Background: an optimization exercise with open tools, aiming at small area and a short achievable clock period. Do not read the settings as production practice.
RTL that was checked went through simulation tests only; none was proved equivalent to the original.
No activity file was given, so power comes from the tool's default toggle rates.

## v7
==> flow/design.v (excerpt) <==
module adder_tree45 (
    input  logic          i_clk,
    input  logic          i_ena,
    input  logic [719:0]  i_data,
    input  logic [44:0]   i_input_enable,
    output logic [21:0]   o_data
);
Settings: LEC_CHECK=0, CAP_MARGIN=20, CORE_MARGIN=2, CORE_UTILIZATION=40, SETUP_SLACK_MARGIN=2.5, SLEW_MARGIN=20; clock period 5.5 ns.
standard.sh (not shown) runs the stock make flow with config.mk's settings and CLKGATE_MAP_FILE= SYNTH_SCRIPT=/design/flow/synth_recipe.tcl, a recipe that flattens the netlist after the stock synthesis.
==> flow/flow/run.sh <==
#!/bin/bash
# Own layout flow: the standard synthesis, then a netlist pass that removes the
# inverters Yosys's full-adder extraction leaves between full adders (full adders
# are self-dual, so each can work on true or complemented signals), then the standard flow's
# standard layout from floorplan on. Ports are buffered with buf_1 cells.
set -euo pipefail
W=$PWD
R=$W/orfs/results/${FLOW_PLATFORM:-sky130hd}/adder_tree45/base
export BUFFER_PORTS_ARGS="-buffer_cell sky130_fd_sc_hd__buf_1"
bash standard.sh "$R/1_2_yosys.v" > "$W/synth.log" 2>&1
cp "$R/1_2_yosys.v" "$W/1_2_yosys_standard.v"
python3 flow/fixinv.py "$W/1_2_yosys_standard.v" "$R/1_2_yosys.v" > "$W/fixinv.log" 2>&1
bash standard.sh > "$W/layout.log" 2>&1
Other scripts of this flow, unchanged in this note and not shown: flow/flow/fixinv.py
Edits applied to the flow inputs when going from v7 to v5:
diff --git a/flow/design.v b/flow/design.v
--- a/flow/design.v
+++ b/flow/design.v
@@ -1704,38 +1704,38 @@
     logic hs16_11, hc16_11;
     logic s17_687, c17_687;
     logic s17_688, c17_688;
     logic s18_689, c18_689;
     logic hs19_12, hc19_12;
     logic [21:0] fa_a, fa_b;
-    logic [11:0] flo;
-    logic [10:0] fhi;
+    logic [8:0] flo;
+    logic [13:0] fhi;
     logic r3_o0;
     logic r3_o1;
     logic r3_o2;
     logic r3_o3;
     logic r3_o4;
     logic r3_o5;
     logic r3_o6;
     logic r3_o7;
-    logic r3_o8;
-    logic r3_o9;
-    logic r3_o10;
     logic r3_h0;
     logic r3_h1;
     logic r3_h2;
     logic r3_h3;
     logic r3_h4;
     logic r3_h5;
     logic r3_h6;
     logic r3_h7;
     logic r3_h8;
     logic r3_h9;
     logic r3_h10;
+    logic r3_h11;
+    logic r3_h12;
+    logic r3_h13;
     logic r3_cy;
-    logic [10:0] r3_hi, o_hi;
+    logic [13:0] r3_hi, o_hi;
     assign m0_0 = ~(i_input_enable[0] & i_data[0]);
     assign m0_1 = ~(i_input_enable[0] & i_data[1]);
     assign m0_2 = ~(i_input_enable[0] & i_data[2]);
     assign m0_3 = ~(i_input_enable[0] & i_data[3]);
     assign m0_4 = ~(i_input_enable[0] & i_data[4]);
     assign m0_5 = ~(i_input_enable[0] & i_data[5]);
@@ -3854,16 +3854,16 @@
     assign s18_689 = r2_c18_0 ^ r2_c18_1 ^ c17_687;
     assign c18_689 = (r2_c18_0 & r2_c18_1) | (r2_c18_0 & c17_687) | (r2_c18_1 & c17_687);
     assign hs19_12 = r2_c19_0 ^ r2_c19_1;
     assign hc19_12 = r2_c19_0 & r2_c19_1;
     assign fa_a = {r2_c21_0, r2_c20_0, hs19_12, c17_688, hc16_11, hs16_11, hc14_10, hc13_9, hc12_8, hc11_7, hc10_6, hc9_5, hc8_4, hc7_3, hs7_3, s6_675, s5_673, hs4_1, s3_672, r2_c2_0, r2_c1_0, r2_c0_0};
     assign fa_b = {1'b0, hc19_12, c18_689, s18_689, s17_688, c15_685, s15_685, hs14_10, hs13_9, hs12_8, hs11_7, hs10_6, hs9_5, hs8_4, c6_675, 1'b0, hs5_2, c3_672, 1'b0, 1'b0, 1'b0, 1'b0};
-    assign flo = {1'b0, fa_a[10:0]} + {1'b0, fa_b[10:0]};
-    assign fhi = fa_a[21:11] + fa_b[21:11];
-    assign r3_hi = {r3_h10, r3_h9, r3_h8, r3_h7, r3_h6, r3_h5, r3_h4, r3_h3, r3_h2, r3_h1, r3_h0};
-    assign o_hi = ~(r3_hi + {10'd0, r3_cy});
+    assign flo = {1'b0, fa_a[7:0]} + {1'b0, fa_b[7:0]};
+    assign fhi = fa_a[21:8] + fa_b[21:8];
+    assign r3_hi = {r3_h13, r3_h12, r3_h11, r3_h10, r3_h9, r3_h8, r3_h7, r3_h6, r3_h5, r3_h4, r3_h3, r3_h2, r3_h1, r3_h0};
+    assign o_hi = ~(r3_hi + {13'd0, r3_cy});
     always_ff @(posedge i_clk) begin
         if (i_ena) begin
             r1_c0_0 <= s0_19;
             r1_c0_1 <= s0_20;
             r1_c0_2 <= s0_21;
             r1_c1_0 <= c0_21;
@@ -4148,25 +4148,25 @@
             r3_o2 <= ~flo[2];
             r3_o3 <= ~flo[3];
             r3_o4 <= ~flo[4];
             r3_o5 <= ~flo[5];
             r3_o6 <= ~flo[6];
             r3_o7 <= ~flo[7];
-            r3_o8 <= ~flo[8];
-            r3_o9 <= ~flo[9];
-            r3_o10 <= ~flo[10];
             r3_h0 <= fhi[0];
             r3_h1 <= fhi[1];
             r3_h2 <= fhi[2];
             r3_h3 <= fhi[3];
             r3_h4 <= fhi[4];
             r3_h5 <= fhi[5];
             r3_h6 <= fhi[6];
             r3_h7 <= fhi[7];
             r3_h8 <= fhi[8];
             r3_h9 <= fhi[9];
             r3_h10 <= fhi[10];
-            r3_cy <= flo[11];
+            r3_h11 <= fhi[11];
+            r3_h12 <= fhi[12];
+            r3_h13 <= fhi[13];
+            r3_cy <= flo[8];
         end
     end
-    assign o_data = {o_hi, r3_o10, r3_o9, r3_o8, r3_o7, r3_o6, r3_o5, r3_o4, r3_o3, r3_o2, r3_o1, r3_o0};
+    assign o_data = {o_hi, r3_o7, r3_o6, r3_o5, r3_o4, r3_o3, r3_o2, r3_o1, r3_o0};
 endmodule
### Flow results
v7 and v5 ended up with nearly the same die height.
Lower data required time at the worst endpoint among v7 and v5: v5
Post-layout net count ends up higher on v5.
Any difference in final estimated routing congestion in global placement between v5 and v7 is small enough to ignore.
The core of v5 is more densely filled than that of v7.
Of v7 and v5, v5 shows the lower non-clock buffer count, with v7 above it.
Compared with v7, v5 shows overall power of the completed layout higher by 6.1%.
Diff v7 -> v5: proportion of power drawn by combinational gates went down; clock buffer count in the final layout now sits higher.
The slack of the critical path of v5 was inferior to that of v7.
The RTL of v5 was laid out without a check of its function.

## afterwards: timing with drivers on the ports
Ports are ideal in the flow. The routed layouts listed here were re-timed in OpenROAD. Step 1 sets driving cells, clkbuf_16 on the clock port and buf_2 on the other inputs (assumed; they add their load-dependent delay and slew). Step 2, shift: input delay + t, output delay - t, t = (earliest + latest rising clock arrival at the registers) / 2. This alone moves slack from input paths to output paths. Three values: ideal ports, drivers, drivers and shift; two values: the first two.
run | t (ns) | slack for setup (ns) | pins driven straight from the clock port
v7 | 0.588 | 2.459 / 2.436 / 1.893 | 1
v5 | 0.607 | 2.359 / 2.295 / 1.892 | 1
After both steps setup and hold are still met in every run listed. For v7, which loses most, drivers alone change the setup slack by -0.023 ns; drivers and shift together by -0.566 ns.
